Context: an optimization exercise on an open-source flow, tuned for small area. The choices shown serve that exercise and are no tape-out recipe. At most, simulation tests tie the RTL to the original design; equivalence was not proved.

==> inputs of willow <==
==> flow/design.v <==
module RISCV(
  input  clock,
  input  reset,
  input  io_rx,
  input  io_readyToReadProgram,
  input  io_runProgram,
  output io_tx,
  output io_idleLED,
  output io_listeningLED,
  output io_runningLED
);
  function [4:0] dbNext(input [4:0] s);
    dbNext = {s[3:0], s[4] ^ s[2] ^ (s[3:0] == 4'd0)};
  endfunction
  function [5:0] cnt6Next(input [5:0] s);
    cnt6Next = {s[5] ^ (s[4:0] == 5'b10000), dbNext(s[4:0])};
  endfunction
  function [3:0] bitNext(input [3:0] s);
    bitNext = {s[2:0], s[3] ^ s[2]};
  endfunction
  localparam [9:0] LZ = 10'h3ff, L867 = 10'h00c, L432 = 10'h042;
  function [9:0] timNext(input [9:0] s);
    timNext = {s[8:0], s[9] ^ s[6]};
  endfunction
  localparam [3:0] RB9 = 4'd13, RB1 = 4'd8, RB0 = 4'd1, RBX = 4'd2;
  localparam [3:0] TB11 = 4'd3, TB0 = 4'd1;
  reg readyPrev, runPrev, stRun, stListen, capture;
  wire readyRise = io_readyToReadProgram & ~readyPrev;
  wire runRise = io_runProgram & ~runPrev;
  always @(posedge clock) begin
    if (reset) begin
      readyPrev <= 1'b0;
      runPrev <= 1'b0;
      stRun <= 1'b0;
      stListen <= 1'b0;
      capture <= 1'b0;
    end else begin
      readyPrev <= io_readyToReadProgram;
      runPrev <= io_runProgram;
      stRun <= io_runProgram | (stRun & ~readyRise);
      stListen <= ~io_runProgram & (readyRise | stListen);
      capture <= ~runRise & (readyRise | capture);
    end
  end
  assign io_idleLED = ~stRun & ~stListen;
  assign io_listeningLED = stListen;
  assign io_runningLED = stRun;
  reg s1, s2, fprev;
  reg [7:0] rsh;
  reg [9:0] rcnt;
  reg [3:0] rbits;
  reg rval;
  wire rzero = rcnt == LZ;
  wire falling = ~s2 & fprev;
  reg [5:0] qc;           
  wire full = qc[5];
  wire doEnq = capture & rval & ~full;
  always @(posedge clock) begin
    s1 <= io_rx;
    s2 <= s1;
    fprev <= s2;
    if (rzero & rbits != RB0 & rbits != RB9 & rbits != RBX)
      rsh <= {s2, rsh[7:1]};
    if (reset) begin
      rcnt <= L867;
      rbits <= RB0;
      rval <= 1'b0;
    end else begin
      if (rbits == RBX | (rbits == RB0 & rzero)) begin
        if (falling) begin
          rcnt <= L432;
          rbits <= RB9;
        end else begin
          rcnt <= timNext(rcnt);
          rbits <= RBX;
        end
      end else if (rzero) begin
        rcnt <= L867;
        rbits <= bitNext(rbits);
      end else
        rcnt <= timNext(rcnt);
      if (rval & ~(capture & full))
        rval <= 1'b0;
      else if (rzero & rbits == RB1)
        rval <= 1'b1;
    end
  end
  reg [5:0] rc;
  reg cpend;
  wire wstay;
  wire clrReq = readyRise | cpend;
  always @(posedge clock) begin
    if (reset)
      qc <= 6'd0;
    else if (doEnq)
      qc <= cnt6Next(qc);
    if (reset) begin
      rc <= 6'd0;
      cpend <= 1'b0;
    end else begin
      if (doEnq)
        rc <= cnt6Next(rc);
      else if (clrReq & ~wstay)
        rc <= 6'd0;
      cpend <= ~doEnq & clrReq & wstay;
    end
  end
  reg [4:0] ph;
  reg clr;
  reg wpend;
  reg [255:0] ring;
  wire [4:0] phNext = dbNext(ph);
  wire fetchB, fetchT;
  wire commit = wpend & (phNext == rc[4:0]) & ~fetchB & ~fetchT;
  assign wstay = wpend & ~commit;
  wire [7:0] tail = commit ? rsh : clr ? 8'd0 : ring[7:0];
  always @(posedge clock) begin
    ring <= {tail, ring[255:8]};
    if (reset) begin
      ph <= 5'd0;
      clr <= 1'b1;
      wpend <= 1'b0;
    end else begin
      ph <= phNext;
      if (ph == 5'b10000)
        clr <= 1'b0;
      if (doEnq)
        wpend <= 1'b1;
      else if (commit)
        wpend <= 1'b0;
    end
  end
  reg sending;
  reg [5:0] idx;
  reg bstate, bpend;
  reg [7:0] bdata;
  wire issue = sending & ~bstate;
  wire [5:0] idxNext = cnt6Next(idx);
  wire eqLow = idxNext[4:0] == rc[4:0];
  wire last = cpend ? (idxNext == 6'd0) : (eqLow & (idxNext[5] == rc[5]));
  wire wmatch = wpend & eqLow;
  always @(posedge clock) begin
    if (reset)
      sending <= 1'b0;
    else if (sending) begin
      if (~bstate & last)
        sending <= 1'b0;
    end else if (runRise)
      sending <= 1'b1;
    if (~sending)
      idx <= 6'd0;
    else if (issue & ~last)
      idx <= idxNext;
  end
  reg [9:0] tcnt;
  reg [3:0] tbits;
  reg [7:0] tsh;           
  reg tpend;
  wire tzero = tcnt == LZ;
  wire tready = tzero & (tbits == TB0);
  wire take = bstate & tready;
  assign fetchB = bpend & (bdata[4:0] == ph);
  assign fetchT = tpend & (ph == 5'd0);
  wire tstart = tbits == TB11;
  wire [7:0] bdataD = issue ? (idx[5] ? 8'd0 : wmatch ? rsh : {3'd0, idx[4:0]})
                    : fetchB ? tail : bdata;
  always @(posedge clock) begin
    if (reset)
      bstate <= 1'b0;
    else if (~bstate)
      bstate <= sending;
    else if (tready)
      bstate <= 1'b0;
    bdata <= bdataD;
    if (issue)
      bpend <= ~idx[5] & ~wmatch;
    else if (fetchB)
      bpend <= 1'b0;
  end
  always @(posedge clock) begin
    if (reset) begin
      tcnt <= LZ;
      tbits <= TB0;
      tpend <= 1'b0;
    end else begin
      tcnt <= tzero ? L867 : timNext(tcnt);
      if (tzero & tbits != TB0)
        tbits <= bitNext(tbits);
      else if (take) begin
        tbits <= TB11;
        tpend <= bpend & ~fetchB;
      end else if (fetchT)
        tpend <= 1'b0;
    end
    if (tzero & tbits != TB0) begin
      if (~tstart)
        tsh <= {1'b1, tsh[7:1]};
    end else if (take)
      tsh <= bdataD;       
    else if (fetchT)
      tsh <= tail;
  end
  assign io_tx = (tbits == TB0) | (tsh[0] & ~tstart);
endmodule
==> flow/flow/run.sh <==
#!/bin/bash
# The standard layout (standard.sh) with three changes to how the layout
# is made; the design, clock period and constraints are the standard flow's.
#  1. Synthesis is the standard script (synth_recipe.tcl) with one change:
#     the combinational logic is mapped by ABC with flow/abc_area.script, an
#     area-oriented script (delay-relaxed &nf mapping, then downsizing),
#     instead of ORFS's speed script.  Flip-flops are mapped before ABC runs,
#     so the registers, their names and cells are those of standard synthesis.
#  2. Clock tree synthesis adds no dummy loads and clusters up to 12
#     flip-flops on each clkbuf_4.
#  3. Port buffers use the smallest buffer, sky130_fd_sc_hd__buf_1.
# Each tool's output is in orfs/logs (one log per step) and flow.log.
set -euo pipefail
HERE=$(pwd)
{ head -n 1 synth_recipe.tcl; cat flow/abc_override.tcl; tail -n +2 synth_recipe.tcl; } > my_synth.tcl
sed "s#SYNTH_SCRIPT=[^ ]*synth_recipe.tcl#SYNTH_SCRIPT=$HERE/my_synth.tcl#" standard.sh > my_standard.sh
grep -q "SYNTH_SCRIPT=$HERE/my_synth.tcl" my_standard.sh
export MY_ABC_SCRIPT=$HERE/flow/abc_area.script
export CTS_ARGS="-sink_clustering_enable -repair_clock_nets -dont_use_dummy_load -sink_clustering_size 12 -sink_clustering_max_diameter 40 -buf_list {sky130_fd_sc_hd__clkbuf_4}"
export BUFFER_PORTS_ARGS="-buffer_cell sky130_fd_sc_hd__buf_1"
bash my_standard.sh finish > flow.log 2>&1
==> flow/flow/abc_area.script <==
&get -n
&st
&dch
&nf -R 1000
&put
topo
dnsize -c
==> flow/flow/abc_override.tcl <==
# Give Yosys's abc call (the mapping of the combinational logic) the
# area-oriented script flow/abc_area.script instead of ORFS's speed script.
# Flip-flops are mapped before this step, so they are the standard ones.
proc abc {args} {
  set i [lsearch $args -script]
  if { $i >= 0 } {
    set args [lreplace $args [expr {$i + 1}] [expr {$i + 1}] $::env(MY_ABC_SCRIPT)]
  }
  yosys abc {*}$args
}
==> flow/standard.sh <==
#!/bin/bash
# synth_recipe.tcl (not shown) runs the flow's synth.tcl, then flattens the netlist and writes it again
# the make line also repeats each setting of config.mk as NAME=value (left out here)
make -C /OpenROAD-flow-scripts/flow DESIGN_CONFIG=/design/flow/config.mk WORK_HOME=/design/flow/orfs CLKGATE_MAP_FILE= SYNTH_SCRIPT=/design/flow/synth_recipe.tcl "${@:-finish}"
==> flow/config.mk <==
export PLATFORM = sky130hd
export DESIGN_NAME = RISCV
export DESIGN_NICKNAME = RISCV
export VERILOG_FILES = /design/flow/design.v
export SDC_FILE = /design/flow/constraint.sdc
export NUM_CORES = 4
export LEC_CHECK = 0
export CAP_MARGIN = 20
export CORE_MARGIN = 2
export CORE_UTILIZATION = 40
export SLEW_MARGIN = 20
==> flow/constraint.sdc <==
create_clock -name core_clock -period 10.0 [get_ports {clock}]
set_input_delay 2.0000 -clock core_clock [delete_from_list [all_inputs] [get_ports {clock}]]
set_output_delay 2.0000 -clock core_clock [all_outputs]
set_load 0.01 [all_outputs]
==> inputs of nickel, as changes to willow <==
==> flow/design.v, changed modules only <==
module RISCV(
  input  clock,
  input  reset,
  input  io_rx,
  input  io_readyToReadProgram,
  input  io_runProgram,
  output io_tx,
  output io_idleLED,
  output io_listeningLED,
  output io_runningLED
);
  reg readyPrev, runPrev, stRun, stListen, capture;
  wire readyRise = io_readyToReadProgram & ~readyPrev;
  wire runRise = io_runProgram & ~runPrev;
  always @(posedge clock) begin
    if (reset) begin
      readyPrev <= 1'b0;
      runPrev <= 1'b0;
      stRun <= 1'b0;
      stListen <= 1'b0;
      capture <= 1'b0;
    end else begin
      readyPrev <= io_readyToReadProgram;
      runPrev <= io_runProgram;
      stRun <= io_runProgram | (stRun & ~readyRise);
      stListen <= ~io_runProgram & (readyRise | stListen);
      capture <= ~runRise & (readyRise | capture);
    end
  end
  assign io_idleLED = ~stRun & ~stListen;
  assign io_listeningLED = stListen;
  assign io_runningLED = stRun;
  reg s1, s2, fprev;
  reg [7:0] rsh;
  localparam [9:0] LZ = 10'h3ff, L867 = 10'h00c, L432 = 10'h042;
  reg [9:0] rcnt;
  reg [3:0] rbits;
  reg rval;
  wire rzero = rcnt == LZ;
  wire falling = ~s2 & fprev;
  reg [5:0] qc;           
  wire full = qc[5];
  wire doEnq = capture & rval & ~full;
  always @(posedge clock) begin
    s1 <= io_rx;
    s2 <= s1;
    fprev <= s2;
    if (rzero & rbits != 4'd0 & rbits != 4'd9)
      rsh <= {s2, rsh[7:1]};
    if (reset) begin
      rcnt <= L867;
      rbits <= 4'd0;
      rval <= 1'b0;
    end else begin
      if (!rzero)
        rcnt <= {rcnt[8:0], rcnt[9] ^ rcnt[6]};
      else if (rbits != 4'd0) begin
        rcnt <= L867;
        rbits <= rbits - 4'd1;
      end else if (falling) begin
        rcnt <= L432;
        rbits <= 4'd9;
      end
      if (rval & ~(capture & full))
        rval <= 1'b0;
      else if (rzero & rbits == 4'd1)
        rval <= 1'b1;
    end
  end
  reg [5:0] rc;
  reg cpend;
  wire wstay;
  wire clrReq = readyRise | cpend;
  always @(posedge clock) begin
    if (reset)
      qc <= 6'd0;
    else if (doEnq)
      qc <= qc + 6'd1;
    if (reset) begin
      rc <= 6'd0;
      cpend <= 1'b0;
    end else begin
      if (doEnq)
        rc <= rc + 6'd1;
      else if (clrReq & ~wstay)
        rc <= 6'd0;
      cpend <= ~doEnq & clrReq & wstay;
    end
  end
  reg [4:0] ph;
  reg clr;
  reg wpend;
  reg [255:0] ring;
  wire [4:0] phInc = ph + 5'd1;
  wire fetchB, fetchT, braw, traw;
  wire commit = wpend & (phInc == rc[4:0]) & ~(fetchB & ~braw) & ~(fetchT & ~traw);
  assign wstay = wpend & ~commit;
  wire [7:0] tail = commit ? rsh : clr ? 8'd0 : ring[7:0];
  always @(posedge clock) begin
    ring <= {tail, ring[255:8]};
    if (reset) begin
      ph <= 5'd0;
      clr <= 1'b1;
      wpend <= 1'b0;
    end else begin
      ph <= phInc;
      if (ph == 5'd31)
        clr <= 1'b0;
      if (doEnq)
        wpend <= 1'b1;
      else if (commit)
        wpend <= 1'b0;
    end
  end
  reg sending;
  reg [5:0] idx;
  reg bstate, bpend, brawR;
  assign braw = brawR;
  reg [7:0] bdata;
  wire issue = sending & ~bstate;
  wire [5:0] idxInc = idx + 6'd1;
  wire last = idxInc == (cpend ? 6'd0 : rc);
  always @(posedge clock) begin
    if (reset)
      sending <= 1'b0;
    else if (sending) begin
      if (~bstate & last)
        sending <= 1'b0;
    end else if (runRise)
      sending <= 1'b1;
    if (~sending & runRise)
      idx <= 6'd0;
    else if (issue & ~last)
      idx <= idxInc;
  end
  reg [9:0] tcnt;
  reg [3:0] tbits;
  reg [8:0] tsh;
  reg tpend, trawR;
  assign traw = trawR;
  wire tzero = tcnt == LZ;
  wire take = bstate & tzero & (tbits == 4'd0);
  assign fetchB = bpend & (bdata[4:0] == ph);
  assign fetchT = tpend & (tsh[5:1] == ph);
  always @(posedge clock) begin
    if (reset)
      bstate <= 1'b0;
    else if (~bstate)
      bstate <= sending;
    else if (tzero & (tbits == 4'd0))
      bstate <= 1'b0;
    if (issue) begin
      bdata <= {3'd0, idx[5] ? 5'd0 : idx[4:0]};
      bpend <= ~idx[5];
      brawR <= wpend;
    end else if (fetchB) begin
      bdata <= tail;
      bpend <= 1'b0;
    end
  end
  always @(posedge clock) begin
    if (reset) begin
      tcnt <= LZ;
      tbits <= 4'd0;
      tsh <= 9'h1ff;
      tpend <= 1'b0;
    end else begin
      tcnt <= tzero ? L867 : {tcnt[8:0], tcnt[9] ^ tcnt[6]};
      if (tzero & tbits != 4'd0) begin
        tsh <= {1'b1, tsh[8:1]};
        tbits <= tbits - 4'd1;
      end else if (take) begin
        tsh <= {fetchB ? tail : bdata, 1'b0};
        tbits <= 4'd11;
        tpend <= bpend & ~fetchB;
        trawR <= brawR;
      end else if (fetchT) begin
        tsh[8:1] <= tail;
        tpend <= 1'b0;
      end
    end
  end
  assign io_tx = tsh[0];
endmodule
==> flow/flow/run.sh (replaced) <==
#!/bin/bash
# Standard layout; clock tree synthesis without dummy loads, with larger
# sink clusters, built from small clock buffers.
export CTS_ARGS="-sink_clustering_enable -repair_clock_nets -dont_use_dummy_load -sink_clustering_size 20 -sink_clustering_max_diameter 60 -buf_list {sky130_fd_sc_hd__clkbuf_4 sky130_fd_sc_hd__clkbuf_8}"
bash standard.sh finish > standard.log 2>&1
removed: flow/flow/abc_area.script
removed: flow/flow/abc_override.tcl
==> inputs of maple, as changes to willow <==
==> flow/design.v, changed modules only <==
module RISCV(
  input  clock,
  input  reset,
  input  io_rx,
  input  io_readyToReadProgram,
  input  io_runProgram,
  output io_tx,
  output io_idleLED,
  output io_listeningLED,
  output io_runningLED
);
  function [4:0] dbNext(input [4:0] s);
    dbNext = {s[3:0], s[4] ^ s[2] ^ (s[3:0] == 4'd0)};
  endfunction
  function [5:0] cnt6Next(input [5:0] s);
    cnt6Next = {s[5] ^ (s[4:0] == 5'b10000), dbNext(s[4:0])};
  endfunction
  function [3:0] bitNext(input [3:0] s);
    bitNext = {s[2:0], s[3] ^ s[2]};
  endfunction
  localparam [9:0] LZ = 10'h3ff, L867 = 10'h00c, L432 = 10'h042;
  function [9:0] timNext(input [9:0] s);
    timNext = {s[8:0], s[9] ^ s[6]};
  endfunction
  localparam [3:0] RB9 = 4'd13, RB1 = 4'd8, RB0 = 4'd1;
  localparam [3:0] TB11 = 4'd3, TB0 = 4'd1;
  reg readyPrev, runPrev, stRun, stListen, capture;
  wire readyRise = io_readyToReadProgram & ~readyPrev;
  wire runRise = io_runProgram & ~runPrev;
  always @(posedge clock) begin
    if (reset) begin
      readyPrev <= 1'b0;
      runPrev <= 1'b0;
      stRun <= 1'b0;
      stListen <= 1'b0;
      capture <= 1'b0;
    end else begin
      readyPrev <= io_readyToReadProgram;
      runPrev <= io_runProgram;
      stRun <= io_runProgram | (stRun & ~readyRise);
      stListen <= ~io_runProgram & (readyRise | stListen);
      capture <= ~runRise & (readyRise | capture);
    end
  end
  assign io_idleLED = ~stRun & ~stListen;
  assign io_listeningLED = stListen;
  assign io_runningLED = stRun;
  reg s1, s2, fprev;
  reg [7:0] rsh;
  reg [9:0] rcnt;
  reg [3:0] rbits;
  reg rval;
  wire rzero = rcnt == LZ;
  wire falling = ~s2 & fprev;
  reg [5:0] qc;           
  wire full = qc[5];
  wire doEnq = capture & rval & ~full;
  always @(posedge clock) begin
    s1 <= io_rx;
    s2 <= s1;
    fprev <= s2;
    if (rzero & rbits != RB0 & rbits != RB9)
      rsh <= {s2, rsh[7:1]};
    if (reset) begin
      rcnt <= L867;
      rbits <= RB0;
      rval <= 1'b0;
    end else begin
      if (!rzero)
        rcnt <= timNext(rcnt);
      else if (rbits != RB0) begin
        rcnt <= L867;
        rbits <= bitNext(rbits);
      end else if (falling) begin
        rcnt <= L432;
        rbits <= RB9;
      end
      if (rval & ~(capture & full))
        rval <= 1'b0;
      else if (rzero & rbits == RB1)
        rval <= 1'b1;
    end
  end
  reg [5:0] rc;
  reg cpend;
  wire wstay;
  wire clrReq = readyRise | cpend;
  always @(posedge clock) begin
    if (reset)
      qc <= 6'd0;
    else if (doEnq)
      qc <= cnt6Next(qc);
    if (reset) begin
      rc <= 6'd0;
      cpend <= 1'b0;
    end else begin
      if (doEnq)
        rc <= cnt6Next(rc);
      else if (clrReq & ~wstay)
        rc <= 6'd0;
      cpend <= ~doEnq & clrReq & wstay;
    end
  end
  reg [4:0] ph;
  reg clr;
  reg wpend;
  reg [255:0] ring;
  wire [4:0] phNext = dbNext(ph);
  wire commit = wpend & (phNext == rc[4:0]);
  assign wstay = wpend & ~commit;
  wire [7:0] headOld = clr ? 8'd0 : ring[7:0];
  always @(posedge clock) begin
    ring <= {commit ? rsh : headOld, ring[255:8]};
    if (reset) begin
      ph <= 5'd0;
      clr <= 1'b1;
      wpend <= 1'b0;
    end else begin
      ph <= phNext;
      if (ph == 5'b10000)
        clr <= 1'b0;
      if (doEnq)
        wpend <= 1'b1;
      else if (commit)
        wpend <= 1'b0;
    end
  end
  reg sending;
  reg [5:0] idx;
  reg bstate, bpend;
  reg [7:0] bdata;
  wire issue = sending & ~bstate;
  wire [5:0] idxNext = cnt6Next(idx);
  wire eqLow = idxNext[4:0] == rc[4:0];
  wire last = cpend ? (idxNext == 6'd0) : (eqLow & (idxNext[5] == rc[5]));
  wire wmatch = wpend & eqLow;
  always @(posedge clock) begin
    if (reset)
      sending <= 1'b0;
    else if (sending) begin
      if (~bstate & last)
        sending <= 1'b0;
    end else if (runRise)
      sending <= 1'b1;
    if (~sending & runRise)
      idx <= 6'd0;
    else if (issue & ~last)
      idx <= idxNext;
  end
  reg [9:0] tcnt;
  reg [3:0] tbits;
  reg [7:0] tsh;           
  reg tpend;
  wire tzero = tcnt == LZ;
  wire tready = tzero & (tbits == TB0);
  wire take = bstate & tready;
  wire fetchB = bpend & (bdata[4:0] == ph);
  wire fetchT = tpend & (ph == 5'd0);
  wire tstart = tbits == TB11;
  always @(posedge clock) begin
    if (reset)
      bstate <= 1'b0;
    else if (~bstate)
      bstate <= sending;
    else if (tready)
      bstate <= 1'b0;
    if (issue) begin
      bdata <= idx[5] ? 8'd0 : wmatch ? rsh : {3'd0, idx[4:0]};
      bpend <= ~idx[5] & ~wmatch;
    end else if (fetchB) begin
      bdata <= headOld;
      bpend <= 1'b0;
    end
  end
  always @(posedge clock) begin
    if (reset) begin
      tcnt <= LZ;
      tbits <= TB0;
      tsh <= 8'hff;
      tpend <= 1'b0;
    end else begin
      tcnt <= tzero ? L867 : timNext(tcnt);
      if (tzero & tbits != TB0) begin
        if (~tstart)
          tsh <= {1'b1, tsh[7:1]};
        tbits <= bitNext(tbits);
      end else if (take) begin
        tsh <= fetchB ? headOld : bdata;
        tbits <= TB11;
        tpend <= bpend & ~fetchB;
      end else if (fetchT) begin
        tsh <= headOld;
        tpend <= 1'b0;
      end
    end
  end
  assign io_tx = tsh[0] & ~tstart;
endmodule
--- a/flow/flow/run.sh
+++ b/flow/flow/run.sh
@@ -18,3 +18,3 @@
 export MY_ABC_SCRIPT=$HERE/flow/abc_area.script
-export CTS_ARGS="-sink_clustering_enable -repair_clock_nets -dont_use_dummy_load -sink_clustering_size 12 -sink_clustering_max_diameter 40 -buf_list {sky130_fd_sc_hd__clkbuf_4}"
+export CTS_ARGS="-sink_clustering_enable -repair_clock_nets -dont_use_dummy_load -sink_clustering_size 8 -sink_clustering_max_diameter 30 -buf_list {sky130_fd_sc_hd__clkbuf_2 sky130_fd_sc_hd__clkbuf_4}"
 export BUFFER_PORTS_ARGS="-buffer_cell sky130_fd_sc_hd__buf_1"
==> results.ini <==
[status]
run_status=finished clean

[cells_and_area]
multi_input_area_sq_mm=0.00219

[cts]
path_clk_slew_ns=0.11

[power]
pg_comb_uw=247

[worst_setup_path]
r2r_cells=9

# the run above: nickel

==> results.ini <==
[status]
run_status=finished clean

[cts]
path_clk_slew_ns=0.11

[power]
p_total_uw=2190
pg_comb_uw=154

[worst_setup_path]
r2r_cells=11

[cells_and_area]
fin_area_sq_mm=0.00954
multi_input_area_share_pct=17.3

[place]
io_buffer_count=8

# the run above: willow

==> results.ini <==
[status]
run_status=finished clean

[worst_setup_path]
r2r_cells=8

[cells_and_area]
multi_input_area_sq_mm=0.00173

[power]
pg_comb_uw=190

[cts]
path_clk_slew_ns=0.08

# the run above: maple

Only the layout flow was run in nickel; the RTL was not checked for function there.

## port drivers added, routing unchanged
The flow's constraints put no driver on any port. The routed layouts listed below were extracted and timed again, unchanged, in two steps. Step 1 assumes that a clkbuf_16 drives the clock port and a buf_2 every other input. Step 2, shift: input delay + t, output delay - t, t = (earliest + latest rising clock arrival at the registers) / 2. This alone moves slack from input paths to output paths. a / b / c = ideal / step 1 / step 2; a / b = the first two.
run | t, ns | setup slack, ns | clock arrival spread, ns | worst data-port slew with drivers (ns) | cell pins on the clock port's net
willow | 0.633 | 6.018 / 5.981 / 6.355 | 0.066 / 0.066 | 0.03 | 1
nickel | 0.571 | 6.482 / 6.440 / 6.368 | 0.045 / 0.045 | 0.03 | 1
maple | 0.641 | 6.219 / 6.186 / 6.021 | 0.054 / 0.055 | 0.03 | 1
After both steps every run listed still meets setup and hold. For maple, which loses most, drivers alone change the setup slack by -0.033 ns; drivers and shift together by -0.198 ns.
